What follows belongs to an exercise in optimizing a design on an open flow for small area, a short achievable clock period and few clock cycles; a production flow would make more cautious choices. Where RTL was checked, it was by simulation tests only, not by an equivalence proof against the original. Function not checked in runs 2 to 4: the RTL went through the layout flow alone. Power is estimated from default activity; no workload was simulated.

<file path="standard.sh">
#!/bin/bash
# synth_recipe.tcl (not shown) runs the flow's synth.tcl, then flattens the netlist and writes it again
# the make line also repeats each setting of config.mk as NAME=value (left out here)
make -C /OpenROAD-flow-scripts/flow DESIGN_CONFIG=/design/flow/config.mk WORK_HOME=/design/flow/orfs CLKGATE_MAP_FILE= SYNTH_SCRIPT=/design/flow/synth_recipe.tcl "${@:-finish}"
</file>
<file path="flow/abc_speed.script">
strash
dch
map -D 1300
topo
buffer -c
upsize -c -D 1300
dnsize -c -D 1300
</file>
<file path="config.mk">
export PLATFORM = sky130hd
export DESIGN_NAME = MFE
export DESIGN_NICKNAME = MFE
export VERILOG_FILES = /design/flow/design.v
export SDC_FILE = /design/flow/constraint.sdc
export NUM_CORES = 4
export LEC_CHECK = 0
export CAP_MARGIN = 20
export CORE_MARGIN = 2
export CORE_UTILIZATION = 40
export CTS_BUF_LIST = sky130_fd_sc_hd__clkbuf_4 sky130_fd_sc_hd__clkbuf_8
export SETUP_SLACK_MARGIN = 4.5
export SLEW_MARGIN = 20
</file>
<file path="constraint.sdc">
create_clock -name core_clock -period 7.0 [get_ports {clk}]
set_input_delay 1.4000 -clock core_clock [delete_from_list [all_inputs] [get_ports {clk}]]
set_output_delay 1.4000 -clock core_clock [all_outputs]
set_load 0.01 [all_outputs]
</file>
<file path="design.v">
module MFE(clk, reset, ready, busy, iaddr, idata, data_rd, addr, data_wr, wen);
input              clk, reset;
input              ready;
output reg         busy;
output reg  [13:0] iaddr;
input       [ 7:0] idata;
input       [ 7:0] data_rd;
output reg  [13:0] addr;
output reg  [ 7:0] data_wr;
output reg         wen;
function gt8;
    input [7:0] a, b;
    reg [7:0] g1, e1;
    reg [3:0] g2, e2;
    reg [1:0] g3, e3;
    integer i;
    begin
        g1 = a & ~b;
        e1 = a | ~b;
        for (i = 0; i < 4; i = i + 1) begin
            g2[i] = g1[2*i+1] | (e1[2*i+1] & g1[2*i]);
            e2[i] = g1[2*i+1] | (e1[2*i+1] & e1[2*i]);
        end
        for (i = 0; i < 2; i = i + 1) begin
            g3[i] = g2[2*i+1] | (e2[2*i+1] & g2[2*i]);
            e3[i] = g2[2*i+1] | (e2[2*i+1] & e2[2*i]);
        end
        gt8 = g3[1] | (e3[1] & g3[0]);
    end
endfunction
reg        p_first, p_second, p_third;
reg  [1:0] pcnt;        
reg        zcol;        
reg        znew;        
reg        act;         
wire [6:0] rrow = iaddr[13:7];
wire [6:0] rcol = iaddr[6:0];
wire       pix_ok = act && !((p_third && rrow == 7'd127) || (p_second && rrow == 7'd0));
reg  [7:0] r0;
reg  [7:0] q0, q1, q2;                 
wire       ce0 = gt8(q0, r0) | p_first;
wire       ce1 = gt8(q1, r0) | !p_third;
always @(posedge clk) begin
    r0 <= pix_ok ? idata : 8'd0;
    q0 <= ce0 ? r0 : q0;
    q1 <= ce0 ? q0 : (ce1 ? r0 : q1);
    q2 <= ce1 ? q1 : r0;
end
reg  [23:0] P, Q;
always @(posedge clk) begin
    Q <= P;
    P <= p_first ? {q2, q1, q0} : Q;
end
wire [7:0] ql = Q[ 7: 0];
wire [7:0] qm = Q[15: 8];
wire [7:0] qh = Q[23:16];
wire [7:0] vl = zcol ? 8'd0 : ql;
wire [7:0] vh = zcol ? 8'd0 : qh;
reg  [7:0] L, H, M;
wire gtL = gt8(ql, L) & ~zcol;
wire ltH = gt8(H, qh) | zcol;
wire [7:0] ma = qm, mb = P[15:8], mc = q1;
wire m_ab = gt8(ma, mb) & ~zcol;
wire m_ac = (gt8(ma, mc) | znew) & ~zcol;
wire m_bc = gt8(mb, mc) | znew;
wire [7:0] m_med = m_ab ? (m_bc ? mb : (m_ac ? mc : ma)) : (m_ac ? ma : (m_bc ? mc : mb));
always @(posedge clk) begin
    if (p_first | gtL) L <= vl;
    if (p_first | ltH) H <= vh;
    if (p_first) M <= m_med;
end
wire f_ab = gt8(L, M), f_ac = gt8(L, H), f_bc = gt8(M, H);
wire [7:0] f_med = f_ab ? (f_bc ? M : (f_ac ? H : L)) : (f_ac ? L : (f_bc ? H : M));
always @(posedge clk) begin
    data_wr <= f_med;
end
reg        last;        
always @(posedge clk or posedge reset) begin
    if (reset) begin
        busy     <= 1'b0;
        act      <= 1'b0;
        wen      <= 1'b0;
        last     <= 1'b0;
        p_first  <= 1'b0;
        p_second <= 1'b0;
        p_third  <= 1'b1;
        pcnt     <= 2'd0;
    end else begin
        wen <= act && p_first && pcnt == 2'd3;
        last <= act && p_first && pcnt == 2'd3 && iaddr == 14'd2;
        if (!act) begin
            pcnt <= 2'd0;
            if (ready) begin
                busy     <= 1'b1;
                act      <= 1'b1;
                p_first  <= 1'b1;
                p_third  <= 1'b0;
            end
        end else begin
            p_first  <= p_third;
            p_second <= p_first;
            p_third  <= p_second;
            if (p_first && pcnt != 2'd3) pcnt <= pcnt + 2'd1;
            if (last) begin
                busy     <= 1'b0;
                act      <= 1'b0;
                p_first  <= 1'b0;
                p_second <= 1'b0;
                p_third  <= 1'b1;
            end
        end
    end
end
always @(posedge clk) begin
    zcol <= (p_second && rcol == 7'd1) || (p_third && rcol == 7'd2);
    znew <= rcol == 7'd1;
    if (!act) iaddr <= ready ? 14'd0 : 14'd16256;
    else      iaddr <= iaddr + (p_second ? 14'd16129 : 14'd128);
    addr <= iaddr - 14'd3;
end
endmodule
</file>
<file path="flow/run.sh">
#!/bin/bash
# The standard layout (the standard.sh, all ORFS steps), with three changes:
#  - Yosys's ABC maps with flow/abc_speed.script (the classic delay-targeted
#    mapper) in place of ORFS's abc_speed.script; ORFS's scripts are otherwise
#    used unchanged, from a copy in this folder;
#  - the ports get plain buf_2 buffers instead of the default delay-cell choice;
#  - clock tree synthesis uses no dummy loads.
set -euo pipefail
here=$(pwd)
rm -rf "$here/orfs_scripts"
cp -r "$FLOW_HOME/scripts" "$here/orfs_scripts"
cp "$here/flow/abc_speed.script" "$here/orfs_scripts/abc_speed.script"
bash standard.sh \
  SCRIPTS_DIR="$here/orfs_scripts" \
  BUFFER_PORTS_ARGS="-buffer_cell sky130_fd_sc_hd__buf_2" \
  CTS_ARGS="-sink_clustering_enable -repair_clock_nets -dont_use_dummy_load -buf_list {sky130_fd_sc_hd__clkbuf_4 sky130_fd_sc_hd__clkbuf_8}" \
  finish > standard.log 2>&1
</file>
==> flow_summary_export.csv, run 1 <==
group,metric,value,unit
timing,rsz0062_at_grt,"true",
clock_network,clk_pin_slew,0.07,ns
clock_network,clockBufferDepth,2,
final_layout,nets,850,
floorplanning,die-width,133.5,microns
timing,setup_slack,4.558,ns
clock_network,htreeDepth,4,
setup_path,r2r-start,"q0[1]$_DFFE_PN_",
global_route,grt_max_degree,60,
global_route,use_met1,21.88,%
synth,async_flop_share,5.960,%
global_route,grt_first_pass_wirelength,25230,microns
pwr,power.total,4.115,mW
place,preCtsSetupSlack,4.147,ns
floorplanning,row_count,47,
place,post_dp_cell_area,0.007106,sq mm
floorplanning,die_area,0.01782,sq mm
clock_network,cts_buffers,17,
setup_path,max_stage_delay,0.43,ns
global_route,grt_util_all_layers,17.94,%
clock_network,insertion_delay,0.45,ns
global_route,use_met2,30.81,%
timing,finalSetupViolCount,0,
detailed_routing,postRouteAntennaNets,0,
global_route,grt_pass1_vias,5170,
synth,yosys_warnings,1,
detailed_routing,drt_pass1_iterations,5,
setup_path,path_cells,"buf_2",
pwr,p_per_area,547.3,mW/mm^2
floorplanning,core-area,0.01647,sq mm
floorplanning,die_y,133.5,microns
global_route,antenna_found_initial,0,
setup_path,crit_path_top_delay_cell,"dfxtp_1",
setup_path,reg2reg_to,"q1[7]$_DFFE_PP_",
place,gp_congestion,0.8170,
setup_path,reg2reg_setup_slack,4.64,ns
synth,syn_area_per_cell,8.702,sq um
timing,skew,0.02727,ns
timing,max_freq,409.5,MHz
synth,synth_edf_count,40,
hold_path,worstHoldPathCells,0,
place,place_hpwl,10920,microns
timing,fin_crit,2.442,ns
synth,ys.flop_type,"dfxtp_1",
floorplanning,initial_core_util,40.74,%
detailed_routing,drc_errors,0,
place,port_buffers,48,
clock_network,cts_sinks,151,
detailed_routing,routed_wl,15670,microns
run_status,outcome,"no timing/DRC/antenna violations",
timing,finalSetupTns,0,ns
detailed_routing,wire_per_inst,15.11,microns
synth,synth_cell_types,50,
timing,worstMarginPinSlew,0.8373,ns
global_route,gr-total-overflow,0,
run,cap_violations,0,
pwr,ir_drop,0.2413,mV
clock_network,root_buffer,"clkbuf_8",
timing,period_share,34.88,%
synth,synth_nets,802,
final_layout,postLayoutCoreUtil,45.66,%
global_route,grt_most_used_layer,"met2",
setup_path,worstPathArrival,1.04,ns
setup_path,critPathKind,"reg2out",
setup_path,critPathRequiredTime,5.60,ns
setup_path,crit_path_max_fanout,5,
final_layout,final_cell_area,0.007518,sq mm
pwr,total_leakage_power,3.221,nW
synth,syn-cell-area,0.006709,sq mm
timing,slew_headroom,44.11,%
detailed_routing,vias_per_cell,5.240,
final_layout,drive_gt1_share,13.71,%
hold_path,min_to,"Q[4]$_DFF_P_",
final_layout,synthToLayoutAreaGrowth,12.07,%
hold_path,hold_class,"reg2reg",
hold_path,hold_start,"P[4]$_DFF_P_",
timing,hold_viol,0,
setup_path,path_buf_inv,1,
synth,netlist_instances,771,
floorplanning,ioPinCount,57,
final_layout,n_antenna_cell,0,
global_route,use_met3,5.099,%
detailed_routing,via_count,5434,
timing,drv_slew,0,
detailed_routing,first_iter_violations,283,
clock_network,cts_tree,"yes",
synth,ys_ff_latch,151,
synth,synth-seq-area-share,51.72,%
setup_path,critPathTopFamily,"flip-flops",
setup_path,start_kind,"register",
final_layout,mostFrequentLayoutCells,"o21ai_0, inv_1, dfxtp_1",
setup_path,crit_path_end_kind,"output port",
setup_path,worstRegToRegCells,8,
-- cell usage after synthesis (all sizes together), types with 2 or more instances --
master / count / area share (%)
o21a: 3 / 0.34
nor3: 7 / 0.52
ha: 12 / 2.2
nand2: 82 / 4.6
dfrtp: 8 / 3.0
a21oi: 65 / 4.8
o21ai: 112 / 8.4
o2111ai: 4 / 0.62
dfxtp: 102 / 30
nand3: 12 / 0.90
xnor2: 2 / 0.26
o21bai: 4 / 0.45
nand4: 2 / 0.19
clkbuf: 16 / 0.93
o32a: 7 / 1.0
buf: 14 / 1.3
a211oi: 5 / 0.56
a31oi: 3 / 0.28
or2: 2 / 0.19
a22oi: 7 / 0.78
xor2: 17 / 2.2
a221oi: 14 / 2.3
o221ai: 3 / 0.39
inv: 105 / 5.9
o22ai: 26 / 2.5
nor2: 79 / 4.5
a311oi: 2 / 0.26
o211ai: 7 / 0.78
edfxtp: 40 / 18
-- where the power goes --
part	switching [mW]	total, mW	internal [mW]	leakage (nW)
sequential	0.307	1.65	1.34	1.38
clock	0.270	0.484	0.214	0.122
combinational	1.22	1.98	0.766	1.72
-- sequential cells by signal, indices dropped and copies added (netlist names), 2 cells and up --
name / count
H: 8
L: 8
M: 8
P: 24
Q: 24
addr: 14
data_wr: 8
iaddr: 14
pcnt: 2
q0: 8
q1: 8
q2: 8
r0: 8
-- layout make-up --
cell class                 count  area, sq um
sequential                   151         3485
tap                          220        275.3
fill                        1662         8947
inverter                     105        399.1
multi-input combinational    487         2805
clock buffer                  17        234.0
timing repair buffer          57        320.3
-- per-stage QoR --
stage               hold WS, ns  std cells
floorplan                0.3096        771
global placement         0.3098       1013
detailed placement       0.3121       1013
CTS                      0.3115       1031
global route             0.3212       1037
finish                   0.3079       1037
-- cells by family after synthesis --
logic type / Yosys count / synth area share [%]
AO/OA/AOI/OAI: 268 / 24.38
XOR/XNOR: 19 / 2.480
adder cells (fa/ha/maj): 12 / 2.238
buffers and inverters: 135 / 8.094
flip-flops: 151 / 51.72
AND/OR/NAND/NOR: 186 / 11.10
-- routing by layer --
layer  wire length (microns)  share of wire, %
met3                     720               4.6
met4                     232               1.5
met1                    6894                44
met2                    7824                50
met5                       0                 0
-- worst max path at each step --
| stage | cells past startpoint | from | end | slack (ns) |
|---|---|---|---|---|
| floorplan | 9 | L[1]$_SDFFCE_PP0P_ | L[0]$_SDFFCE_PP0P_ | 4.78 |
| global placement | 8 | q0[1]$_DFFE_PN_ | q1[0]$_DFFE_PP_ | 4.16 |
| detailed placement | 9 | r0[0]$_SDFF_PN0_ | q1[0]$_DFFE_PP_ | 4.15 |
| CTS | 11 | p_second$_DFFE_PP0P_ | iaddr[12]$_DFF_P_ | 4.50 |
| global route | 11 | p_second$_DFFE_PP0P_ | iaddr[12]$_DFF_P_ | 4.34 |
| finish | 1 | iaddr[12]$_DFF_P_ | iaddr[12] | 4.56 |
-- worst reg2reg max path, stage by stage, from the launching register on --
cell	delay [ns]
edfxtp_1	0.43
a22o_1	0.25
o21ai_0	0.08
a21oi_1	0.10
a221oi_1	0.26
nor3_1	0.12
o21ai_2	0.30
o2111ai_4	0.22
or2_4	0.34
-- what timing repair did --
action	CTS	global route
pin swaps	1	3
buffers inserted	0	5
endpoints found under the setup margin	30	34
gates cloned	1	1
hold endpoints to repair	0	0
resized for setup	11	18
hold buffers	0	0
Testbench counts, summed over its fixed seeds: cycles 393,296.
==> run 2: changes to the inputs <==
--- a/design.v
+++ b/design.v
@@ -87,7 +87,7 @@
         pcnt     <= 2'd0;
     end else begin
         wen <= act && p_first && pcnt == 2'd3;
-        last <= act && p_first && pcnt == 2'd3 && iaddr == 14'd2;
+        last <= act && p_first && pcnt == 2'd3 && addr == 14'd16255;
         if (!act) begin
             pcnt <= 2'd0;
             if (ready) begin
@@ -111,11 +111,12 @@
         end
     end
 end
+wire [13:0] iaddr_next = !act ? (ready ? 14'd0 : 14'd16256)
+                              : iaddr + (p_second ? 14'd16129 : 14'd128);
 always @(posedge clk) begin
     zcol <= (p_second && rcol == 7'd1) || (p_third && rcol == 7'd2);
     znew <= rcol == 7'd1;
-    if (!act) iaddr <= ready ? 14'd0 : 14'd16256;
-    else      iaddr <= iaddr + (p_second ? 14'd16129 : 14'd128);
-    addr <= iaddr - 14'd3;
+    iaddr <= iaddr_next;
+    addr <= iaddr_next - 14'd131;
 end
 endmodule
==> flow_summary_export.csv, run 2 <==
group,metric,value,unit
global_route,grt_first_pass_wirelength,24960,microns
final_layout,largest_registers,"P (24), Q (24)",
synth,ys_ff_latch,151,
clock_network,insertion_delay,0.44,ns
synth,synth_nets,847,
timing,finalSetupTns,0,ns
setup_path,reg2reg_to,"addr[13]$_DFF_P_",
synth,syn_area_per_cell,8.517,sq um
hold_path,hold_class,"reg2reg",
setup_path,path_buf_inv,1,
clock_network,postCtsHoldBufs,0,
final_layout,mostFrequentLayoutCells,"inv_1, dfxtp_1, nand2_1",
place,place_hpwl,10980,microns
global_route,grt_util_all_layers,17.21,%
synth,synth_area_leaders,"dfxtp_1, edfxtp_1, o21ai_0, inv_1, a21oi_1",
synth,synth_edf_count,40,
synth,yosys_warnings,1,
setup_path,reg2reg_setup_slack,4.63,ns
setup_path,crit_path_max_fanout,4,
setup_path,crit_path_top_delay_cell,"dfxtp_1",
setup_path,critPathKind,"reg2out",
hold_path,worstHoldPathCells,0,
timing,max_freq,408.5,MHz
floorplanning,die-width,136.0,microns
final_layout,final_common_cell,"inv_1",
synth,netlist_instances,818,
timing,worstMarginPinSlew,0.7484,ns
pwr,p_sw,1.850,mW
detailed_routing,routed_wl,15250,microns
setup_path,critPathTopFamily,"flip-flops",
synth,synthTopCellsByCount,"inv_1, dfxtp_1, nand2_1",
pwr,seq_power_share,38.0,%
setup_path,path_cells,"buf_2",
place,post_dp_cell_area,0.007360,sq mm
final_layout,final_cell_area,0.007898,sq mm
timing,period_share,34.97,%
hold_path,min_to,"Q[3]$_DFF_P_",
floorplanning,core-area,0.01718,sq mm
global_route,use_met2,26.15,%
timing,fin_crit,2.448,ns
synth,synth_top_area_share,29.31,%
synth,syn-cell-area,0.006967,sq mm
run_status,outcome,"no timing/DRC/antenna violations",
synth,ys.flop_type,"dfxtp_1",
global_route,grt_most_used_layer,"met2",
run,cap_violations,0,
setup_path,crit_path_end_kind,"output port",
global_route,use_met3,3.356,%
floorplanning,initial_core_util,40.56,%
clock_network,cts_tree,"yes",
clock_network,cts_sinks,151,
pwr,p_int,2.365,mW
synth,yosysTopAreaCell,"dfxtp_1",
setup_path,worstRegToRegCells,12,
detailed_routing,postRouteAntennaNets,0,
floorplanning,die_y,136.0,microns
synth,yosysMostFrequentCell,"inv_1",
detailed_routing,drt_pass1_iterations,6,
timing,rsz0062_at_grt,"true",
detailed_routing,drc_errors,0,
detailed_routing,via_count,5635,
global_route,gr-total-overflow,0,
setup_path,worstPathArrival,1.05,ns
setup_path,critPathRequiredTime,5.60,ns
pwr,ir_drop,0.2556,mV
timing,slew_headroom,49.77,%
floorplanning,die_area,0.01849,sq mm
timing,finalSetupViolCount,0,
floorplanning,row_count,48,
detailed_routing,vias_per_cell,5.132,
pwr,combPwrFrac,50.4,%
final_layout,drive_gt1_share,17.30,%
synth,synth-seq-area-share,49.80,%
clock_network,clk_pin_slew,0.08,ns
timing,whs,0.3033,ns
timing,drv_slew,0,
pwr,total_leakage_power,3.411,nW
timing,skew,0.03534,ns
final_layout,n_antenna_cell,0,
setup_path,start_kind,"register",
synth,synth_cell_types,58,
hold_path,hold_start,"P[3]$_DFF_P_",
place,port_buffers,48,
detailed_routing,wire_per_inst,13.89,microns
global_route,grt_pass1_vias,5071,
detailed_routing,first_iter_violations,363,
clock_network,htreeDepth,4,
pwr,clkPwrFrac,11.5,%
global_route,grt_max_degree,60,
clock_network,root_buffer,"clkbuf_8",
setup_path,r2r-start,"p_second$_DFFE_PP0P_",
global_route,antenna_found_initial,0,
clock_network,clockBufferDepth,2,
timing,hold_viol,0,
pwr,p_per_area,533.7,mW/mm^2
floorplanning,ioPinCount,57,
clock_network,cts_buffers,17,
synth,async_flop_share,5.960,%
setup_path,max_stage_delay,0.44,ns
place,gp_congestion,0.8352,
global_route,use_met1,24.51,%
final_layout,synthToLayoutAreaGrowth,13.36,%
final_layout,nets,904,
pwr,p_sw_share,43.88,%
==> run 2: worst max-delay path by stage <==
stage                       end  cells past startpoint                 start  slack, ns
2_1_floorplan  addr[12]$_DFF_P_                      6                 ready       4.59
3_3_place_gp   addr[12]$_DFF_P_                      7                 ready       4.12
3_5_place_dp   addr[12]$_DFF_P_                      7                 ready       4.13
4_1_cts        addr[13]$_DFF_P_                     13  p_second$_DFFE_PP0P_       4.51
5_1_grt               iaddr[10]                      1     iaddr[10]$_DFF_P_       4.47
6_report              iaddr[10]                      1     iaddr[10]$_DFF_P_       4.55
==> run 2: timing repair <==
item,4_1_cts,5_1_grt
pin swaps,1,14
setup endpoints to repair,27,21
gates resized for setup,8,27
buffers inserted,3,11
cloned,1,1
==> run 2: cells by family (layout without fill, tap and decap cells) <==
family,Yosys count,count (layout),synth area share [%]
flops,151,151,49.80
buf+inv,148,201,8.782
simple gates,219,220,13.70
xor+xnor,15,15,1.994
compound gates,274,275,23.76
fa+ha+maj,11,11,1.958
==> run 2: per-stage QoR <==
stage                     cells  utilization, %  total power, mW  worst slack, ns
final                      1098           45.98            4.215            4.552
after global routing       1098           45.98            4.612            4.472
after CTS                  1086           44.62            4.082            4.506
after detailed placement   1065           42.85            3.561            4.128
after global placement     1065           42.85            3.522            4.125
after floorplan             818               -            3.122            4.590
==> run 2: layout make-up <==
cell class,instances,area [sq um]
fill,1725,9279
sequential,151,3472
multi-input combinational,521,3080
inverter,117,442.9
timing repair buffer,67,386.6
tap,225,281.5
clock buffer,17,234.0
==> run 2: power groups by stage <==
stage               clock network (mW)  registers [mW]  logic [mW]
floorplan                            0            1.56        1.56
global placement                     0            1.61        1.91
detailed placement                   0            1.62        1.94
CTS                              0.506            1.60        1.98
global route                     0.535            1.66        2.42
finish                           0.486            1.60        2.13
==> run 2: routing by layer <==
layer	wire length, microns	vias to the layer above
met5	0	-
li1	-	2907
met1	7602	2598
met4	156	0
met3	598	10
met2	6894	120
==> run 3: changes to the inputs <==
==> design.v (replaced) <==
module MFE(clk, reset, ready, busy, iaddr, idata, data_rd, addr, data_wr, wen);
input              clk, reset;
input              ready;
output reg         busy;
output reg  [13:0] iaddr;
input       [ 7:0] idata;
input       [ 7:0] data_rd;
output reg  [13:0] addr;
output reg  [ 7:0] data_wr;
output reg         wen;
function gt8;
    input [7:0] a, b;
    reg g;
    integer i;
    begin
        g = 1'b0;
        for (i = 0; i < 8; i = i + 1)
            g = (a[i] & ~b[i]) | ((a[i] | ~b[i]) & g);
        gt8 = g;
    end
endfunction
reg        p_first, p_second, p_third;
reg  [1:0] pcnt;        
reg        zcol;        
wire [6:0] rrow = iaddr[13:7];
wire [6:0] rcol = iaddr[6:0];
wire       pix_ok = !((p_third && rrow == 7'd127) || (p_second && rrow == 7'd0));
reg  [7:0] r0;
reg  [7:0] q0, q1, q2;                 
wire       ce0 = gt8(q0, r0) | p_first;
wire       ce1 = gt8(q1, r0) | !p_third;
always @(posedge clk) begin
    r0 <= pix_ok ? idata : 8'd0;
    q0 <= ce0 ? r0 : q0;
    q1 <= ce0 ? q0 : (ce1 ? r0 : q1);
    q2 <= ce1 ? q1 : r0;
end
reg  [23:0] P, Q;
always @(posedge clk) begin
    Q <= P;
    P <= p_first ? {q2, q1, q0} : Q;
end
wire [7:0] ql = Q[ 7: 0];
wire [7:0] qm = Q[15: 8];
wire [7:0] qh = Q[23:16];
wire [7:0] vl = zcol ? 8'd0 : ql;
wire [7:0] vm = zcol ? 8'd0 : qm;
wire [7:0] vh = zcol ? 8'd0 : qh;
reg  [7:0] L, H, mn, mx;
wire gtL = gt8(ql, L) & ~zcol;
wire ltH = gt8(H, qh) | zcol;
wire gtm = gt8(qm, mn) & ~zcol;
wire ltx = gt8(mx, qm) | zcol;
always @(posedge clk) begin
    if (p_first | gtL) L <= vl;
    if (p_first | ltH) H <= vh;
    if (p_first) begin
        mn <= vm;
        mx <= vm;
    end else if (p_second) begin
        if (!gtm) mn <= vm;
        if (!ltx) mx <= vm;
    end else begin
        if (gtm) mn <= ltx ? vm : mx;
    end
end
wire f_ab = gt8(L, mn), f_ac = gt8(L, H), f_bc = gt8(mn, H);
wire [7:0] f_med = f_ab ? (f_bc ? mn : (f_ac ? H : L)) : (f_ac ? L : (f_bc ? H : mn));
always @(posedge clk) begin
    if (p_first) data_wr <= f_med;
end
always @(posedge clk or posedge reset) begin
    if (reset) begin
        busy     <= 1'b0;
        wen      <= 1'b0;
        p_first  <= 1'b0;
        p_second <= 1'b0;
        p_third  <= 1'b1;
        pcnt     <= 2'd0;
    end else begin
        wen <= busy && p_first && pcnt == 2'd3;
        if (!busy) begin
            pcnt <= 2'd0;
            if (ready) begin
                busy     <= 1'b1;
                p_first  <= 1'b1;
                p_third  <= 1'b0;
            end
        end else begin
            p_first  <= p_third;
            p_second <= p_first;
            p_third  <= p_second;
            if (p_first && pcnt != 2'd3) pcnt <= pcnt + 2'd1;
            if (wen && addr == 14'd16383) begin
                busy     <= 1'b0;
                p_first  <= 1'b0;
                p_second <= 1'b0;
                p_third  <= 1'b1;
            end
        end
    end
end
always @(posedge clk) begin
    zcol <= (p_second && rcol == 7'd1) || (p_third && rcol == 7'd2);
    if (!busy) begin
        iaddr <= ready ? 14'd16256 + 14'd128 : 14'd16256;
    end else begin
        iaddr <= iaddr + (p_second ? 14'd16129 : 14'd128);
    end
    addr <= iaddr - 14'd3;
end
endmodule
==> run.sh (new file) <==
#!/bin/bash
# synth_recipe.tcl (not shown) runs the flow's synth.tcl, then flattens the netlist and writes it again
# the make line also repeats each setting of config.mk as NAME=value (left out here)
make -C /OpenROAD-flow-scripts/flow DESIGN_CONFIG=/design/flow/config.mk WORK_HOME=/design/flow/orfs CLKGATE_MAP_FILE= SYNTH_SCRIPT=/design/flow/synth_recipe.tcl finish
==> config.mk (replaced) <==
export PLATFORM = sky130hd
export DESIGN_NAME = MFE
export DESIGN_NICKNAME = MFE
export VERILOG_FILES = /design/flow/design.v
export SDC_FILE = /design/flow/constraint.sdc
export NUM_CORES = 4
export LEC_CHECK = 0
export ABC_CLOCK_PERIOD_IN_PS = 2500
export CAP_MARGIN = 20
export CORE_MARGIN = 2
export CORE_UTILIZATION = 40
export SETUP_SLACK_MARGIN = 4.5
export SLEW_MARGIN = 20
removed: flow/run.sh
removed: flow/abc_speed.script
removed: standard.sh
==> flow_summary_export.csv, run 3 <==
group,metric,value,unit
detailed_routing,via_count,4803,
global_route,gr-total-overflow,0,
detailed_routing,drt_pass1_iterations,5,
final_layout,final_common_cell,"dfxtp_1",
global_route,grt_util_all_layers,17.13,%
timing,skew,0.008564,ns
synth,netlist_instances,618,
detailed_routing,first_iter_violations,214,
floorplanning,core-area,0.01652,sq mm
synth,syn_area_per_cell,10.88,sq um
timing,period_share,40.35,%
setup_path,critPathTopFamily,"adder cells",
final_layout,mostFrequentLayoutCells,"dfxtp_1, edfxtp_1, inv_1",
timing,whs,0.3226,ns
clock_network,cts_buffers,17,
setup_path,start_kind,"register",
clock_network,htreeDepth,4,
floorplanning,die-width,133.7,microns
final_layout,nFillCells,1447,
final_layout,largest_registers,"P (24), Q (24)",
global_route,grt_pass1_vias,4774,
floorplanning,ioPinCount,57,
clock_network,clk_pin_slew,0.06,ns
synth,synth_xor_area_share,3.125,%
synth,yosysTopAreaCell,"dfxtp_1",
detailed_routing,vias_per_cell,5.181,
floorplanning,die_y,133.7,microns
timing,rsz0062_at_grt,"true",
setup_path,crit_path_end_kind,"register",
detailed_routing,postRouteAntennaNets,0,
timing,hold_viol,0,
timing,drv_slew,0,
pwr,total_leakage_power,3.473,nW
floorplanning,row_count,47,
place,port_buffers,48,
synth,synth_top_area_share,27.68,%
synth,synth_edf_count,56,
final_layout,nets,725,
clock_network,cts_sinks,156,
timing,max_freq,354.0,MHz
setup_path,crit_path_top_delay_cell,"edfxtp_1",
global_route,grt_most_used_layer,"met2",
timing,slew_headroom,50.25,%
synth,async_flop_share,4.487,%
global_route,grt_max_degree,58,
synth,yosys_warnings,1,
timing,worstMarginPinSlew,0.7394,ns
timing,fin_crit,2.825,ns
detailed_routing,wire_per_inst,15.95,microns
global_route,use_met2,28.15,%
final_layout,drive_gt1_share,24.89,%
pwr,ir_drop,0.4115,mV
place,gp_congestion,0.8011,
setup_path,cp_common_cell,"maj3_2",
final_layout,n_antenna_cell,0,
final_layout,synthToLayoutAreaGrowth,28.11,%
synth,synthAdderAreaFrac,6.585,%
synth,synth-seq-area-share,55.30,%
run_status,outcome,"no timing/DRC/antenna violations",
global_route,use_met3,3.767,%
floorplanning,initial_core_util,40.71,%
synth,synth_top_family_by_area,"simple AND/OR/NAND/NOR gates",
timing,finalSetupViolCount,0,
setup_path,critPathRequiredTime,7.17,ns
setup_path,worstPathArrival,2.99,ns
global_route,use_met1,22.26,%
global_route,grt_first_pass_wirelength,23960,microns
detailed_routing,routed_wl,14790,microns
synth,yosysMostFrequentCell,"dfxtp_1",
detailed_routing,drc_errors,0,
clock_network,cts_tree,"yes",
timing,finalSetupTns,0,ns
setup_path,max_stage_delay,0.39,ns
synth,synth_area_leaders,"dfxtp_1, edfxtp_1, mux2_2, maj3_1, inv_1",
floorplanning,die_area,0.01787,sq mm
setup_path,path_cells,"nor2b_4 > maj3_2 > a221oi_2 > o31ai_2 > maj3_2 > maj3_2 > nor4_4 > buf_6 > mux2_4",
synth,synth_cell_types,65,
synth,ys_ff_latch,156,
global_route,antenna_found_initial,0,
setup_path,reg2reg_setup_slack,4.18,ns
setup_path,path_buf_inv,1,
pwr,p_per_area,548.7,mW/mm^2
synth,syn-cell-area,0.006726,sq mm
clock_network,clockBufferDepth,2,
synth,synth.mux.area_fraction,4.334,%
setup_path,critPathKind,"reg2reg",
place,place_hpwl,10260,microns
synth,synthTopCellsByCount,"dfxtp_1, edfxtp_1, inv_1",
synth,ys.flop_type,"dfxtp_1",
run,cap_violations,0,
clock_network,insertion_delay,0.42,ns
synth,synthSimpleGateAreaFrac,14.04,%
synth,synth_nets,649,
synth,synth-compound-area-share,12.57,%
setup_path,crit_path_max_fanout,7,
hold_path,hold_class,"reg2reg",
clock_network,root_buffer,"clkbuf_16",
## run 3: layer usage
metal  wire length [microns]  part of all wire [%]
met5                       0                     0
met4                     263                   1.8
met3                     429                   2.9
met2                    7144                    48
met1                    6949                    47
## run 3: worst paths after layout
kind | cells after the start | to | start
setup / recovery | 9 | mn[0]$_DFFE_PP_ | mx[0]$_DFFE_PP_
hold / removal | 0 | Q[3]$_DFF_P_ | P[3]$_DFF_P_
setup reg to reg | 9 | mn[0]$_DFFE_PP_ | mx[0]$_DFFE_PP_
hold reg to reg | 0 | Q[3]$_DFF_P_ | P[3]$_DFF_P_
max in group asynchronous | 2 | p_third$_DFFE_PP1P_ | reset
min in group asynchronous | 2 | p_first$_DFFE_PP0P_ | reset
## run 3: report_power, final
group          internal (mW)  switching (mW)  total [mW]
Combinational           1.03            1.03        2.07
Clock                  0.555           0.354       0.909
Sequential              1.44           0.317        1.75
Total                   3.02            1.70        4.73
## run 3: area by class of cell
type | count | area [sq um] | area share, %
Sequential cell | 156 | 3777 | 43.84
Multi-Input combinational cell | 390 | 3099 | 35.97
Timing Repair Buffer | 74 | 679.4 | 7.884
Clock buffer | 18 | 429.2 | 4.980
Tap cell | 220 | 275.3 | 3.194
Inverter | 55 | 206.4 | 2.396
Clock inverter | 14 | 150.1 | 1.742
## run 3: repair_timing
item | 4_1_cts | 5_1_grt
setup buffers | 20 | 4
gates resized for setup | 125 | 46
endpoints found under the setup margin | 114 | 78
pin swaps | 24 | 28
hold buffers | 0 | 0
## run 3: per-stage QoR
| stage | power (mW) | cell area, sq um | instances | util, % | setup WS [ns] |
|---|---|---|---|---|---|
| 2_1_floorplan | 2.811 | 6813 | 618 | - | 4.307 |
| 4_1_cts | 4.605 | 8487 | 923 | 51.36 | 4.149 |
| 6_report | 4.728 | 8617 | 927 | 52.15 | 4.175 |
| 3_3_place_gp | 3.326 | 7520 | 871 | 45.51 | 3.948 |
| 3_5_place_dp | 3.382 | 7520 | 871 | 45.51 | 3.867 |
| 5_1_grt | 5.010 | 8617 | 927 | 52.15 | 4.074 |
## run 3: logic make-up (layout without fill, tap and decap cells)
group                      count (synthesis)  after routing
AOI/OAI and AO/OA                        122            122
buffers and inverters                     72            161
DFF                                      156            156
adders and majority gates                 41             41
xor gates and xnor gates                  24             24
muxes                                     26             26
and+or+nand+nor                          177            177
==> run 4: changes to the inputs <==
--- a/config.mk
+++ b/config.mk
@@ -5,7 +5,6 @@
 export SDC_FILE = /design/flow/constraint.sdc
 export NUM_CORES = 4
 export LEC_CHECK = 0
-export ABC_CLOCK_PERIOD_IN_PS = 2500
 export CAP_MARGIN = 20
 export CORE_MARGIN = 2
 export CORE_UTILIZATION = 40
==> flow_summary_export.csv, run 4 <==
group,metric,value,unit
setup_path,critPathRequiredTime,7.17,ns
synth,yosysMostFrequentCell,"dfxtp_1",
setup_path,max_stage_delay,0.39,ns
synth,async_flop_share,4.487,%
final_layout,final_common_cell,"dfxtp_1",
clock_network,root_buffer,"clkbuf_16",
pwr,power.total,4.728,mW
synth,synth_edf_count,56,
final_layout,n_antenna_cell,0,
timing,whs,0.3226,ns
clock_network,htreeDepth,4,
detailed_routing,wire_per_inst,15.95,microns
timing,rsz0062_at_grt,"true",
place,place_hpwl,10260,microns
clock_network,clk_pin_slew,0.06,ns
setup_path,path_cells,"nor2b_4 > maj3_2 > a221oi_2 > o31ai_2 > maj3_2 > maj3_2 > nor4_4 > buf_6 > mux2_4",
timing,hold_viol,0,
final_layout,largest_registers,"P (24), Q (24)",
detailed_routing,first_iter_violations,214,
final_layout,nets,725,
synth,synth_cell_types,65,
global_route,grt_max_degree,58,
synth,synth_nets,649,
floorplanning,core-area,0.01652,sq mm
place,gp_congestion,0.8011,
final_layout,synthToLayoutAreaGrowth,28.11,%
setup_path,crit_path_top_delay_cell,"edfxtp_1",
floorplanning,die_y,133.7,microns
clock_network,cts_tree,"yes",
synth,yosys_warnings,1,
synth,syn_area_per_cell,10.88,sq um
timing,fin_crit,2.825,ns
synth,ys.flop_type,"dfxtp_1",
global_route,grt_pass1_vias,4774,
final_layout,mostFrequentLayoutCells,"dfxtp_1, edfxtp_1, inv_1",
timing,period_share,40.35,%
setup_path,critPathLaunch,"mx[0]$_DFFE_PP_",
setup_path,crit_path_max_fanout,7,
synth,netlist_instances,618,
pwr,total_leakage_power,3.473,nW
detailed_routing,vias_per_cell,5.181,
synth,synth-seq-area-share,55.30,%
global_route,gr-total-overflow,0,
final_layout,drive_gt1_share,24.89,%
clock_network,cts_sinks,156,
global_route,grt_first_pass_wirelength,23960,microns
timing,max_freq,354.0,MHz
place,port_buffers,48,
synth,synthTopCellsByCount,"dfxtp_1, edfxtp_1, inv_1",
timing,finalSetupViolCount,0,
setup_path,worstRegToRegCells,9,
setup_path,start_kind,"register",
detailed_routing,drt_pass1_iterations,5,
global_route,antenna_found_initial,0,
floorplanning,row_count,47,
detailed_routing,postRouteAntennaNets,0,
setup_path,r2r-start,"mx[0]$_DFFE_PP_",
setup_path,cp_common_cell,"maj3_2",
clock_network,cts_buffers,17,
synth,synth_area_leaders,"dfxtp_1, edfxtp_1, mux2_2, maj3_1, inv_1",
setup_path,reg2reg_to,"mn[0]$_DFFE_PP_",
floorplanning,ioPinCount,57,
pwr,p_per_area,548.7,mW/mm^2
timing,slew_headroom,50.25,%
detailed_routing,via_count,4803,
synth,syn-cell-area,0.006726,sq mm
pwr,ir_drop,0.4115,mV
timing,finalSetupTns,0,ns
hold_path,hold_class,"reg2reg",
run,cap_violations,0,
detailed_routing,routed_wl,14790,microns
setup_path,crit_end,"mn[0]$_DFFE_PP_",
setup_path,worstPathArrival,2.99,ns
floorplanning,initial_core_util,40.71,%
synth,yosysTopAreaCell,"dfxtp_1",
clock_network,clockBufferDepth,2,
synth,synth_top_area_share,27.68,%
clock_network,insertion_delay,0.42,ns
global_route,grt_util_all_layers,17.13,%
floorplanning,die-width,133.7,microns
setup_path,crit_path_end_kind,"register",
setup_path,critPathKind,"reg2reg",
timing,drv_slew,0,
detailed_routing,drc_errors,0,
timing,worstMarginPinSlew,0.7394,ns
synth,ys_ff_latch,156,
timing,skew,0.008564,ns
run_status,outcome,"no timing/DRC/antenna violations",
floorplanning,die_area,0.01787,sq mm
setup_path,reg2reg_setup_slack,4.18,ns
-- run 4: timing repair --
item | in CTS | in global routing
gates resized for setup | 125 | 46
hold buffers | 0 | 0
pin swaps | 24 | 28
setup endpoints to repair | 114 | 78
setup buffers | 20 | 4
-- run 4: critical path, delay by kind of cell (launching register included) --
| family | cells | cell delay [ns] |
|---|---|---|
| fa+ha+maj | 3 | 0.96 |
| flops | 1 | 0.39 |
| simple gates | 2 | 0.37 |
| compound gates | 2 | 0.35 |
| mux | 1 | 0.31 |
| buf+inv | 1 | 0.19 |
-- run 4: power breakdown --
group | internal, mW | switching [mW]
sequential | 1.44 | 0.317
clock | 0.555 | 0.354
combinational | 1.03 | 1.03
total | 3.02 | 1.70
-- run 4: metrics by stage --
step | worst slack (ns) | cell area [sq um] | utilization, % | std cells
after global routing | 4.074 | 8617 | 52.15 | 927
after CTS | 4.149 | 8487 | 51.36 | 923
after detailed placement | 3.867 | 7520 | 45.51 | 871
after global placement | 3.948 | 7520 | 45.51 | 871
final | 4.175 | 8617 | 52.15 | 927
after floorplan | 4.307 | 6813 | - | 618
-- run 4: layout make-up --
type	instances	area, sq um
fill	1447	7908
sequential	156	3777
multi-input combinational	390	3099
timing repair buffer	74	679.4
clock buffer	18	429.2
tap	220	275.3
inverter	55	206.4
clock inverter	14	150.1
-- run 4: cells by family (layout without fill, tap and decap cells) --
kind of cell,count (synthesis),after routing,share of synthesized area [%]
AND/OR/NAND/NOR,177,177,14.04
buffers and inverters,72,161,4.036
adder cells (fa/ha/maj),41,41,6.585
XOR/XNOR,24,24,3.125
multiplexers,26,26,4.334
AO/OA/AOI/OAI,122,122,12.57
flip-flops,156,156,55.30
-- run 4: worst min-delay path by stage --
stage | depth (start not counted) | endpoint | start
2_1_floorplan | 0 | Q[0]$_DFF_P_ | P[0]$_DFF_P_
3_3_place_gp | 0 | Q[21]$_DFF_P_ | P[21]$_DFF_P_
3_5_place_dp | 0 | Q[0]$_DFF_P_ | P[0]$_DFF_P_
4_1_cts | 0 | Q[14]$_DFF_P_ | P[14]$_DFF_P_
5_1_grt | 0 | Q[14]$_DFF_P_ | P[14]$_DFF_P_
6_report | 0 | Q[3]$_DFF_P_ | P[3]$_DFF_P_
-- run 4: routing by layer --
layer	track usage [%]	share of wire (%)	vias to the layer above
met5	0	0	-
met4	6.265	1.8	0
met2	28.15	48	95
met1	22.26	47	2320
met3	3.767	2.9	22
li1	-	-	2366
==> run 5: changes to the inputs <==
--- a/design.v
+++ b/design.v
@@ -10,13 +10,22 @@
 output reg         wen;
 function gt8;
     input [7:0] a, b;
-    reg g;
+    reg [7:0] g1, e1;
+    reg [3:0] g2, e2;
+    reg [1:0] g3, e3;
     integer i;
     begin
-        g = 1'b0;
-        for (i = 0; i < 8; i = i + 1)
-            g = (a[i] & ~b[i]) | ((a[i] | ~b[i]) & g);
-        gt8 = g;
+        g1 = a & ~b;
+        e1 = a | ~b;
+        for (i = 0; i < 4; i = i + 1) begin
+            g2[i] = g1[2*i+1] | (e1[2*i+1] & g1[2*i]);
+            e2[i] = g1[2*i+1] | (e1[2*i+1] & e1[2*i]);
+        end
+        for (i = 0; i < 2; i = i + 1) begin
+            g3[i] = g2[2*i+1] | (e2[2*i+1] & g2[2*i]);
+            e3[i] = g2[2*i+1] | (e2[2*i+1] & e2[2*i]);
+        end
+        gt8 = g3[1] | (e3[1] & g3[0]);
     end
 endfunction
 reg        p_first, p_second, p_third;
==> flow_summary_export.csv, run 5 <==
group,metric,value,unit
run_status,outcome,"no timing/DRC/antenna violations",
timing,finalSetupViolCount,0,
place,place_inst,850,
place,place_hpwl,10070,microns
global_route,grt_max_degree,48,
detailed_routing,postRouteAntennaNets,0,
synth,synth_top_area_share,27.62,%
synth,yosysMostFrequentCell,"dfxtp_1",
clock_network,clk_pin_slew,0.06,ns
synth,syn-cell-area,0.006740,sq mm
global_route,antenna_found_initial,0,
timing,period_share,35.23,%
detailed_routing,via_count,4600,
pwr,p_sw,1.701,mW
pwr,p_sw_share,35.48,%
detailed_routing,routed_wl,14410,microns
pwr,ir_drop,0.3200,mV
pwr,seq_power_share,37.3,%
pwr,power.total,4.795,mW
synth,synth-seq-area-share,55.19,%
setup_path,reg2reg_to,"L[6]$_SDFFCE_PP0P_",
setup_path,crit_path_end_kind,"register",
floorplanning,die_area,0.01791,sq mm
global_route,gr-total-overflow,0,
timing,whs,0.3110,ns
pwr,total_leakage_power,3.464,nW
synth,synth_nets,626,
final_layout,largest_registers,"P (24), Q (24)",
setup_path,reg2reg_setup_slack,4.53,ns
hold_path,worstHoldPathCells,0,
synth,yosysTopAreaCell,"dfxtp_1",
timing,fin_crit,2.466,ns
setup_path,r2r-start,"Q[0]$_DFF_P_",
synth,ys_ff_latch,156,
setup_path,worstPathArrival,2.61,ns
setup_path,max_stage_delay,0.35,ns
detailed_routing,drt_pass1_iterations,7,
setup_path,path_cells,"nor2b_1 > maj3_2 > maj3_2 > maj3_2 > maj3_2 > a221oi_4 > o21ai_4",
clock_network,root_buffer,"clkbuf_16",
setup_path,start_kind,"register",
global_route,grt_first_pass_wirelength,23430,microns
synth,synth_edf_count,56,
timing,max_freq,405.5,MHz
final_layout,nets,708,
floorplanning,ioPinCount,57,
detailed_routing,wire_per_inst,15.83,microns
hold_path,hold_class,"reg2reg",
timing,drv_slew,0,
detailed_routing,first_iter_violations,309,
setup_path,critPathKind,"reg2reg",
synth,synth_area_leaders,"dfxtp_1, edfxtp_1, mux2_2, nor2b_1, inv_1",
timing,skew,0.01415,ns
floorplanning,row_count,47,
pwr,combPwrFrac,41.9,%
detailed_routing,vias_per_cell,5.055,
final_layout,synthToLayoutAreaGrowth,26.23,%
detailed_routing,drc_errors,0,
clock_network,insertion_delay,0.42,ns
floorplanning,die_y,133.8,microns
timing,slew_headroom,54.64,%
clock_network,cts_buffers,17,
final_layout,n_antenna_cell,0,
floorplanning,core-area,0.01652,sq mm
final_layout,mostFrequentLayoutCells,"dfxtp_1, edfxtp_1, inv_1",
hold_path,hold_start,"P[21]$_DFF_P_",
setup_path,crit_path_max_fanout,8,
timing,worstMarginPinSlew,0.6741,ns
final_layout,drive_gt1_share,22.17,%
timing,hold_viol,0,
final_layout,final_common_cell,"dfxtp_1",
synth,synthTopCellsByCount,"dfxtp_1, edfxtp_1, inv_1",
clock_network,cts_sinks,156,
synth,yosys_warnings,1,
synth,async_flop_share,4.487,%
setup_path,cp_common_cell,"maj3_2",
synth,synth_cell_types,62,
clock_network,clockBufferDepth,2,
synth,netlist_instances,595,
timing,rsz0062_at_grt,"true",
floorplanning,initial_core_util,40.79,%
pwr,clkPwrFrac,20.8,%
final_layout,fin_cells,910,
clock_network,cts_tree,"yes",
global_route,grt_util_all_layers,16.75,%
setup_path,critPathRequiredTime,7.14,ns
timing,finalSetupTns,0,ns
pwr,p_int,3.094,mW
setup_path,crit_path_top_delay_cell,"maj3_2",
clock_network,htreeDepth,4,
run,cap_violations,0,
synth,syn_area_per_cell,11.33,sq um
floorplanning,die-width,133.8,microns
place,port_buffers,48,
global_route,grt_pass1_vias,4640,
synth,ys.flop_type,"dfxtp_1",
place,gp_congestion,0.8473,
hold_path,min_to,"Q[21]$_DFF_P_",
pwr,p_per_area,563.5,mW/mm^2
setup_path,worstRegToRegCells,7,
[run 5: final cells by class]
type / count / area, sq um
multi-input combinational: 371 / 2939
clock inverter: 9 / 111.4
fill: 1470 / 8016
inverter: 53 / 198.9
tap: 220 / 275.3
clock buffer: 23 / 553.0
sequential: 156 / 3762
timing repair buffer: 78 / 668.1
[run 5: metal layers]
layer  up-vias  global-route usage (%)  routed length, microns
met5         -                       0                       0
met4         0                   7.270                     122
met3         8                   3.628                     335
met2        74                   27.09                    7077
met1      2220                   21.72                    6874
li1       2298                       -                       -
[run 5: cells by family (layout without fill, tap and decap cells)]
family | Yosys count | after routing | synth area share, %
buffers and inverters | 68 | 163 | 3.805
and+or+nand+nor | 161 | 161 | 12.86
adders and majority gates | 40 | 40 | 6.627
xor gates and xnor gates | 27 | 27 | 3.508
DFF | 156 | 156 | 55.19
AOI/OAI and AO/OA | 104 | 104 | 11.55
muxes | 39 | 39 | 6.460
[run 5: worst max-delay path, delay by kind of cell, from the launching register on]
family / cells / cell delay [ns]
and+or+nand+nor: 1 / 0.13
DFF: 1 / 0.33
AOI/OAI and AO/OA: 2 / 0.46
adders and majority gates: 4 / 1.28
[run 5: what timing repair did]
item,4_1_cts,5_1_grt
hold buffers,0,0
pin swaps,5,19
endpoints found under the hold margin,0,0
setup buffers,12,16
cloned,0,0
gates resized for setup,86,33
setup endpoints to repair,89,55
[run 5: power groups by stage]
stage	logic, mW	clock network (mW)	registers (mW)
finish	2.01	0.996	1.79
global route	2.20	1.05	1.85
CTS	1.83	1.01	1.79
detailed placement	1.73	0	1.81
global placement	1.69	0	1.79
floorplan	1.21	0	1.73
[run 5: worst max path at each step]
stage	from	endpoint	slack (ns)	depth (start not counted)
after floorplan	Q[16]$_DFF_P_	H[0]$_SDFFCE_PP0P_	4.53	7
after global placement	Q[16]$_DFF_P_	H[0]$_SDFFCE_PP0P_	3.99	7
after detailed placement	Q[16]$_DFF_P_	H[0]$_SDFFCE_PP0P_	3.94	7
after CTS	busy$_DFF_PP0_	busy	4.38	1
after global routing	L[4]$_SDFFCE_PP0P_	data_wr[4]$_DFFE_PP_	4.42	7
final	Q[0]$_DFF_P_	L[6]$_SDFFCE_PP0P_	4.53	7
[run 5: metrics by stage]
stage                     setup slack [ns]  utilization (%)  cell area, sq um
after CTS                            4.384            50.27              8307
after global routing                 4.417            51.49              8508
after detailed placement             3.942            45.15              7461
final                                4.534            51.49              8508
after floorplan                      4.530                -              6748
after global placement               3.990            45.15              7461
Testbench counts of run 5, summed over its fixed seeds: cycles 393,296.
==> run 6: changes to the inputs <==
--- a/config.mk
+++ b/config.mk
@@ -8,5 +8,5 @@
 export CAP_MARGIN = 20
 export CORE_MARGIN = 2
 export CORE_UTILIZATION = 40
-export SETUP_SLACK_MARGIN = 4.5
+export SETUP_SLACK_MARGIN = 4.8
 export SLEW_MARGIN = 20
==> flow_summary_export.csv, run 6 <==
group,metric,value,unit
run_status,outcome,"no timing/DRC/antenna violations",
setup_path,critPathKind,"reg2reg",
global_route,grt_most_used_layer,"met2",
setup_path,worstRegToRegCells,7,
detailed_routing,via_count,4835,
pwr,power.total,5.074,mW
floorplanning,ioPinCount,57,
floorplanning,initial_core_util,40.79,%
synth,synth_area_leaders,"dfxtp_1, edfxtp_1, mux2_2, nor2b_1, inv_1",
setup_path,crit_path_end_kind,"register",
final_layout,n_antenna_cell,0,
setup_path,reg2reg_to,"data_wr[4]$_DFFE_PP_",
setup_path,reg2reg_setup_slack,4.55,ns
floorplanning,die-width,133.8,microns
synth,synth_edf_count,56,
final_layout,final_cell_area,0.008982,sq mm
timing,hold_viol,0,
synth,yosysMostFrequentCell,"dfxtp_1",
hold_path,min_to,"Q[7]$_DFF_P_",
clock_network,clockBufferDepth,2,
timing,rsz0062_at_grt,"true",
synth,syn-cell-area,0.006740,sq mm
timing,finalSetupTns,0,ns
timing,finalSetupViolCount,0,
synth,synth_cell_types,62,
timing,period_share,35.00,%
clock_network,cts_sinks,156,
clock_network,cts_tree,"yes",
timing,worstMarginPinSlew,0.6692,ns
synth,yosys_warnings,1,
synth,async_flop_share,4.487,%
synth,synth-seq-area-share,55.19,%
timing,fin_crit,2.450,ns
final_layout,mostFrequentLayoutCells,"dfxtp_1, buf_4, edfxtp_1",
global_route,grt_pass1_vias,4910,
floorplanning,die_area,0.01791,sq mm
setup_path,worstPathArrival,2.59,ns
place,place_hpwl,10400,microns
pwr,total_leakage_power,3.731,nW
synth,synth_top_area_share,27.62,%
place,gp_congestion,0.8125,
detailed_routing,postRouteAntennaNets,0,
synth,netlist_instances,595,
synth,ys.flop_type,"dfxtp_1",
hold_path,worstHoldPathCells,0,
global_route,grt_max_degree,33,
global_route,use_met3,3.893,%
clock_network,insertion_delay,0.42,ns
global_route,grt_first_pass_wirelength,25690,microns
global_route,grt_util_all_layers,18.30,%
setup_path,crit_path_max_fanout,7,
detailed_routing,routed_wl,15920,microns
synth,synth_nets,626,
hold_path,hold_class,"reg2reg",
pwr,ir_drop,0.2903,mV
setup_path,start_kind,"register",
detailed_routing,first_iter_violations,233,
clock_network,clk_pin_slew,0.06,ns
setup_path,r2r-start,"mn[0]$_DFFE_PP_",
global_route,use_met2,30.88,%
global_route,use_met1,23.62,%
timing,drv_slew,0,
synth,synthTopCellsByCount,"dfxtp_1, edfxtp_1, inv_1",
timing,max_freq,408.2,MHz
final_layout,synthToLayoutAreaGrowth,33.27,%
place,port_buffers,48,
floorplanning,core-area,0.01652,sq mm
final_layout,largest_registers,"P (24), Q (24)",
detailed_routing,wire_per_inst,16.79,microns
clock_network,htreeDepth,4,
hold_path,hold_start,"P[7]$_DFF_P_",
timing,skew,0.007642,ns
pwr,p_per_area,564.9,mW/mm^2
detailed_routing,drt_pass1_iterations,5,
synth,yosysTopAreaCell,"dfxtp_1",
setup_path,critPathRequiredTime,7.14,ns
clock_network,cts_buffers,17,
final_layout,drive_gt1_share,37.50,%
synth,syn_area_per_cell,11.33,sq um
synth,ys_ff_latch,156,
final_layout,nets,746,
run,cap_violations,0,
floorplanning,row_count,47,
final_layout,final_common_cell,"dfxtp_1",
timing,slew_headroom,54.97,%
floorplanning,die_y,133.8,microns
detailed_routing,drc_errors,0,
detailed_routing,vias_per_cell,5.100,
global_route,antenna_found_initial,0,
global_route,gr-total-overflow,0,
place,post_dp_cell_area,0.007516,sq mm
clock_network,root_buffer,"clkbuf_16",
[run 6: cell counts after synthesis]
No cell type changed its count.
[run 6: layer usage]
layer	vias up	share of wire, %
met5	-	0
met4	0	1.3
met3	19	3.6
met2	105	49
met1	2351	46
li1	2360	-
[run 6: worst max path at each step]
stage,start,to,slack [ns]
after floorplan,r0[0]$_SDFF_PP0_,q1[0]$_DFFE_PP_,4.75
after global placement,busy$_DFF_PP0_,busy,4.13
after detailed placement,busy$_DFF_PP0_,busy,4.12
after CTS,busy$_DFF_PP0_,busy,4.55
after global routing,L[0]$_SDFFCE_PP0P_,L[5]$_SDFFCE_PP0P_,4.48
final,mn[0]$_DFFE_PP_,data_wr[4]$_DFFE_PP_,4.55
[run 6: timing repair]
item | CTS | global route
pin swaps | 26 | 22
hold endpoints to repair | 0 | 0
endpoints found under the setup margin | 113 | 108
hold buffers | 0 | 0
setup buffers | 48 | 17
resized for setup | 274 | 21
[run 6: worst max-delay path, cell delays in order, from the launching register on]
cell and delay (ns):
edfxtp_1 0.42, nand2b_4 0.16, maj3_2 0.34, o2111ai_4 0.22, a222oi_1 0.15, nor2_2 0.29, mux2i_4 0.42, a222oi_1 0.16
[run 6: cell families (layout without fill, tap and decap cells)]
family	after synthesis	after routing	share of synthesized area, %
adder cells (fa/ha/maj)	40	40	6.627
multiplexers	39	39	6.460
AO/OA/AOI/OAI	104	104	11.55
AND/OR/NAND/NOR	161	161	12.86
flip-flops	156	156	55.19
buffers and inverters	68	201	3.805
XOR/XNOR	27	27	3.508
[run 6: layout make-up]
| class | count | area (sq um) |
|---|---|---|
| fill | 1413 | 7542 |
| sequential | 156 | 3804 |
| multi-input combinational | 371 | 3063 |
| timing repair buffer | 116 | 1042 |
| clock buffer | 27 | 545.5 |
| tap | 220 | 275.3 |
| inverter | 53 | 202.7 |
| clock inverter | 5 | 50.05 |
[run 6: through the flow]
stage          hold slack, ns  instances  worst slack (ns)  utilization (%)
6_report               0.3231        948             4.550            54.36
5_1_grt                0.3311        948             4.479            54.36
4_1_cts                0.3252        931             4.547            53.11
3_5_place_dp           0.3121        851             4.120            45.48
3_3_place_gp           0.3098        851             4.133            45.48
2_1_floorplan          0.3096        595             4.750                -
[run 6: where the power goes]
part           switching [mW]  internal [mW]
logic                    1.16           1.22
registers               0.297           1.49
clock network           0.344          0.568
==> run 7: changes to the inputs <==
--- a/config.mk
+++ b/config.mk
@@ -8,5 +8,8 @@
 export CAP_MARGIN = 20
 export CORE_MARGIN = 2
 export CORE_UTILIZATION = 40
-export SETUP_SLACK_MARGIN = 4.8
+export CTS_BUF_LIST = sky130_fd_sc_hd__clkbuf_4 sky130_fd_sc_hd__clkbuf_8
+export CTS_CLUSTER_DIAMETER = 150
+export CTS_CLUSTER_SIZE = 40
+export SETUP_SLACK_MARGIN = 4.5
 export SLEW_MARGIN = 20
==> flow_summary_export.csv, run 7 <==
group,metric,value,unit
run_status,outcome,"no timing/DRC/antenna violations",
clock_network,clockBufferDepth,2,
place,gp_congestion,0.8473,
run,cap_violations,0,
clock_network,cts_sinks,156,
hold_path,hold_class,"reg2reg",
clock_network,cts_tree,"yes",
synth,yosys_warnings,1,
floorplanning,row_count,47,
synth,synth_area_leaders,"dfxtp_1, edfxtp_1, mux2_2, nor2b_1, inv_1",
clock_network,root_buffer,"clkbuf_8",
timing,finalSetupViolCount,0,
synth,yosysTopAreaCell,"dfxtp_1",
final_layout,synthToLayoutAreaGrowth,25.00,%
clock_network,htreeDepth,4,
setup_path,critPathRequiredTime,5.60,ns
timing,slew_headroom,51.63,%
detailed_routing,via_count,4661,
synth,synth_edf_count,56,
setup_path,critPathKind,"reg2out",
synth,synth-seq-area-share,55.19,%
final_layout,drive_gt1_share,26.81,%
hold_path,worstHoldPathCells,0,
place,port_buffers,48,
detailed_routing,first_iter_violations,278,
global_route,antenna_found_initial,0,
timing,skew,0.009300,ns
synth,synthTopCellsByCount,"dfxtp_1, edfxtp_1, inv_1",
setup_path,worstRegToRegCells,8,
detailed_routing,postRouteAntennaNets,0,
detailed_routing,drt_pass1_iterations,5,
synth,yosysMostFrequentCell,"dfxtp_1",
pwr,total_leakage_power,3.433,nW
global_route,grt_first_pass_wirelength,23600,microns
global_route,grt_util_all_layers,17.00,%
timing,period_share,35.36,%
place,place_hpwl,10070,microns
clock_network,postCtsHoldBufs,0,
setup_path,max_stage_delay,0.49,ns
setup_path,critPathTopFamily,"flip-flops",
floorplanning,die_area,0.01791,sq mm
floorplanning,core-area,0.01652,sq mm
synth,synth_top_area_share,27.62,%
synth,async_flop_share,4.487,%
synth,syn-cell-area,0.006740,sq mm
timing,finalSetupTns,0,ns
detailed_routing,vias_per_cell,5.039,
final_layout,multiInputGateArea,0.002915,sq mm
timing,fin_crit,2.475,ns
setup_path,crit_path_top_delay_cell,"dfrtp_4",
timing,whs,0.3214,ns
setup_path,crit_path_max_fanout,2,
synth,netlist_instances,595,
global_route,grt_max_degree,48,
detailed_routing,drc_errors,0,
global_route,gr-total-overflow,0,
global_route,grt_pass1_vias,4677,
timing,hold_viol,0,
floorplanning,die-width,133.8,microns
setup_path,path_cells,"clkbuf_2",
floorplanning,initial_core_util,40.79,%
final_layout,n_antenna_cell,0,
setup_path,worst-path-stages,1,
synth,ys.flop_type,"dfxtp_1",
pwr,p_per_area,552.4,mW/mm^2
setup_path,path_buf_inv,1,
final_layout,regArea,0.003777,sq mm
final_layout,nFillCells,1476,
clock_network,insertion_delay,0.45,ns
clock_network,clk_pin_slew,0.08,ns
final_layout,mostFrequentLayoutCells,"dfxtp_1, edfxtp_1, inv_1",
timing,drv_slew,0,
clock_network,cts_buffers,17,
synth,synth_nets,626,
setup_path,start_kind,"register",
pwr,ir_drop,0.2940,mV
timing,rsz0062_at_grt,"true",
synth,ys_ff_latch,156,
detailed_routing,wire_per_inst,15.83,microns
setup_path,crit_path_end_kind,"output port",
setup_path,reg2reg_setup_slack,4.53,ns
floorplanning,ioPinCount,57,
synth,synth_cell_types,62,
floorplanning,die_y,133.8,microns
setup_path,worstPathArrival,1.08,ns
final_layout,largest_registers,"P (24), Q (24)",
final_layout,nets,723,
detailed_routing,routed_wl,14640,microns
timing,max_freq,404.0,MHz
synth,syn_area_per_cell,11.33,sq um
final_layout,final_common_cell,"dfxtp_1",
timing,worstMarginPinSlew,0.7189,ns
-- run 7: cell counts after synthesis --
No cell type changed its count.
-- run 7: repair_timing --
item,in CTS,in global routing
gates resized for setup,121,42
pin swaps,5,16
endpoints found under the setup margin,89,68
setup buffers,20,23
-- run 7: layer usage --
layer  global-route usage (%)  part of all wire, %  vias up
met4                    6.797                  1.7        0
met3                    4.308                  3.0       17
met1                    21.59                   47     2235
met5                        0                    0        -
met2                    27.83                   49       88
li1                         -                    -     2321
-- run 7: path summary, 6_finish.rpt --
path / from / to
max: busy$_DFF_PP0_ / busy
min: P[20]$_DFF_P_ / Q[20]$_DFF_P_
max reg2reg: mn[7]$_DFFE_PP_ / data_wr[4]$_DFFE_PP_
min reg2reg: P[20]$_DFF_P_ / Q[20]$_DFF_P_
max in group asynchronous: reset / p_third$_DFFE_PP1P_
min in group asynchronous: reset / pcnt[1]$_DFFE_PP0P_
-- run 7: cell families after synthesis --
| family | synth area share, % |
|---|---|
| compound gates | 11.55 |
| xor+xnor | 3.508 |
| fa+ha+maj | 6.627 |
| buf+inv | 3.805 |
| flops | 55.19 |
| mux | 6.460 |
| simple gates | 12.86 |
-- run 7: area by class of cell --
cell class,instances,area share (%)
flip-flops and latches,156,44.83
multi-input cells,371,34.60
repair buffers,93,9.088
well taps,220,3.267
clock buffers,19,3.104
clock inverters,13,2.747
inverters,53,2.361
-- run 7: through the flow --
step	cell area (sq um)	setup WS, ns	cells	utilization [%]	power, mW
CTS	8229	4.333	902	49.80	4.506
global route	8426	4.408	925	50.99	4.959
detailed placement	7461	3.942	850	45.15	3.540
floorplan	6748	4.530	595	-	2.942
global placement	7461	3.990	850	45.15	3.480
finish	8426	4.525	925	50.99	4.655
-- run 7: where the power goes --
part | internal (mW) | switching (mW)
logic | 1.02 | 1.06
clock network | 0.482 | 0.337
registers | 1.47 | 0.284
total | 2.97 | 1.68
==> run 8: changes to the inputs <==
--- a/config.mk
+++ b/config.mk
@@ -9,7 +9,5 @@
 export CORE_MARGIN = 2
 export CORE_UTILIZATION = 40
 export CTS_BUF_LIST = sky130_fd_sc_hd__clkbuf_4 sky130_fd_sc_hd__clkbuf_8
-export CTS_CLUSTER_DIAMETER = 150
-export CTS_CLUSTER_SIZE = 40
 export SETUP_SLACK_MARGIN = 4.5
 export SLEW_MARGIN = 20
==> flow_summary_export.csv, run 8 <==
group,metric,value,unit
pwr,p_int,2.971,mW
detailed_routing,via_count,4661,
floorplanning,initial_core_util,40.79,%
clock_network,cts_sinks,156,
timing,skew,0.009300,ns
detailed_routing,drc_errors,0,
synth,async_flop_share,4.487,%
synth,synth-seq-area-share,55.19,%
final_layout,nets,723,
timing,fin_crit,2.475,ns
pwr,clkPwrFrac,17.6,%
setup_path,r2r-start,"mn[7]$_DFFE_PP_",
synth,synth_top_area_share,27.62,%
detailed_routing,routed_wl,14640,microns
clock_network,cts_buffers,17,
timing,finalSetupTns,0,ns
setup_path,crit_path_top_delay_cell,"dfrtp_4",
place,gp_congestion,0.8473,
hold_path,worstHoldPathCells,0,
final_layout,synthToLayoutAreaGrowth,25.00,%
detailed_routing,first_iter_violations,278,
detailed_routing,postRouteAntennaNets,0,
synth,synth_cell_types,62,
final_layout,nFillCells,1476,
synth,synthTopCellsByCount,"dfxtp_1, edfxtp_1, inv_1",
synth,yosys_warnings,1,
pwr,p_sw_share,36.18,%
floorplanning,ioPinCount,57,
detailed_routing,drt_pass1_iterations,5,
final_layout,mostFrequentLayoutCells,"dfxtp_1, edfxtp_1, inv_1",
clock_network,root_buffer,"clkbuf_8",
final_layout,n_antenna_cell,0,
floorplanning,core-area,0.01652,sq mm
place,preCtsSetupSlack,3.942,ns
detailed_routing,vias_per_cell,5.039,
timing,max_freq,404.0,MHz
timing,period_share,35.36,%
pwr,p_per_area,552.4,mW/mm^2
synth,ys_ff_latch,156,
setup_path,crit_path_max_fanout,2,
run,cap_violations,0,
timing,finalSetupViolCount,0,
setup_path,critPathRequiredTime,5.60,ns
pwr,seq_power_share,37.8,%
floorplanning,die_area,0.01791,sq mm
global_route,grt_util_all_layers,17.00,%
floorplanning,die-width,133.8,microns
timing,rsz0062_at_grt,"true",
synth,syn_area_per_cell,11.33,sq um
synth,synth_nets,626,
clock_network,cts_tree,"yes",
timing,whs,0.3214,ns
synth,syn-cell-area,0.006740,sq mm
synth,yosysMostFrequentCell,"dfxtp_1",
pwr,combPwrFrac,44.7,%
clock_network,clockBufferDepth,2,
synth,yosysTopAreaCell,"dfxtp_1",
synth,synth_edf_count,56,
setup_path,critPathKind,"reg2out",
place,port_buffers,48,
setup_path,crit_path_end_kind,"output port",
global_route,grt_first_pass_wirelength,23600,microns
final_layout,largest_registers,"P (24), Q (24)",
setup_path,start_kind,"register",
global_route,grt_max_degree,48,
timing,drv_slew,0,
pwr,total_leakage_power,3.433,nW
global_route,grt_pass1_vias,4677,
final_layout,final_common_cell,"dfxtp_1",
hold_path,hold_start,"P[20]$_DFF_P_",
clock_network,clk_pin_slew,0.08,ns
timing,slew_headroom,51.63,%
global_route,antenna_found_initial,0,
final_layout,drive_gt1_share,26.81,%
setup_path,path_buf_inv,1,
run_status,outcome,"no timing/DRC/antenna violations",
final_layout,postLayoutCoreUtil,50.99,%
pwr,ir_drop,0.2940,mV
hold_path,min_to,"Q[20]$_DFF_P_",
synth,synth_area_leaders,"dfxtp_1, edfxtp_1, mux2_2, nor2b_1, inv_1",
detailed_routing,wire_per_inst,15.83,microns
setup_path,worstPathArrival,1.08,ns
timing,hold_viol,0,
setup_path,worstRegToRegCells,8,
clock_network,postCtsHoldBufs,0,
hold_path,hold_class,"reg2reg",
clock_network,htreeDepth,4,
floorplanning,die_y,133.8,microns
global_route,gr-total-overflow,0,
synth,netlist_instances,595,
synth,ys.flop_type,"dfxtp_1",
setup_path,reg2reg_to,"data_wr[4]$_DFFE_PP_",
pwr,power.total,4.655,mW
setup_path,max_stage_delay,0.49,ns
timing,worstMarginPinSlew,0.7189,ns
floorplanning,row_count,47,
setup_path,reg2reg_setup_slack,4.53,ns
timing,setup_slack,4.525,ns
setup_path,critPathTopFamily,"flip-flops",
clock_network,insertion_delay,0.45,ns
place,place_hpwl,10070,microns
pwr,p_sw,1.684,mW
setup_path,path_cells,"clkbuf_2",
[run 8: cell counts after synthesis]
No cell type changed its count.
[run 8: through the flow]
stage / instance area (sq um) / std cells
floorplan: 6748 / 595
finish: 8426 / 925
CTS: 8229 / 902
global placement: 7461 / 850
global route: 8426 / 925
detailed placement: 7461 / 850
[run 8: repair_timing]
item                       in CTS  in global routing
setup endpoints to repair      89                 68
buffers inserted               20                 23
pin swaps                       5                 16
resized for setup             121                 42
[run 8: area by class of cell]
cell class | count | area, sq um | area share, %
Timing Repair Buffer | 93 | 765.7 | 9.088
Clock buffer | 19 | 261.5 | 3.104
Inverter | 53 | 198.9 | 2.361
Multi-Input combinational cell | 371 | 2915 | 34.60
Tap cell | 220 | 275.3 | 3.267
Clock inverter | 13 | 231.5 | 2.747
Sequential cell | 156 | 3777 | 44.83
[run 8: logic make-up after synthesis]
kind of cell	synth area share, %
compound gates	11.55
xor+xnor	3.508
flops	55.19
mux	6.460
fa+ha+maj	6.627
buf+inv	3.805
simple gates	12.86
[run 8: worst register-to-register path, delay by kind of cell, from the launching register on]
family / cells / cell delay (ns)
flip-flops: 1 / 0.46
AO/OA/AOI/OAI: 4 / 0.60
AND/OR/NAND/NOR: 1 / 0.44
adder cells (fa/ha/maj): 1 / 0.37
buffers and inverters: 2 / 0.34
[run 8: power groups by stage]
| stage | combinational [mW] | clock, mW | sequential [mW] |
|---|---|---|---|
| floorplan | 1.21 | 0 | 1.73 |
| global placement | 1.69 | 0 | 1.79 |
| detailed placement | 1.73 | 0 | 1.81 |
| CTS | 1.91 | 0.834 | 1.77 |
| global route | 2.28 | 0.873 | 1.81 |
| finish | 2.08 | 0.819 | 1.76 |
[run 8: worst max-delay path by stage]
stage                          from                   end  slack (ns)  depth (start not counted)
finish               busy$_DFF_PP0_                  busy        4.52                          1
global route        mn[7]$_DFFE_PP_  data_wr[4]$_DFFE_PP_        4.41                          8
CTS                  busy$_DFF_PP0_                  busy        4.33                          1
detailed placement    Q[16]$_DFF_P_    H[0]$_SDFFCE_PP0P_        3.94                          7
global placement      Q[16]$_DFF_P_    H[0]$_SDFFCE_PP0P_        3.99                          7
floorplan             Q[16]$_DFF_P_    H[0]$_SDFFCE_PP0P_        4.53                          7
[run 8: per-layer routing]
layer / up-vias / part of all wire [%] / GRT usage (%)
met4: 0 / 1.7 / 6.797
met3: 17 / 3.0 / 4.308
met1: 2235 / 47 / 21.59
met5: - / 0 / 0
met2: 88 / 49 / 27.83
li1: 2321 / - / -

Check on run 8: ideal ports give 4.525 ns setup slack; a clkbuf_16 on the clock port and buf_2 on the inputs give 4.485 ns; moving port delays by the midpoint clock arrival (0.487 ns) as well gives 4.421 ns.
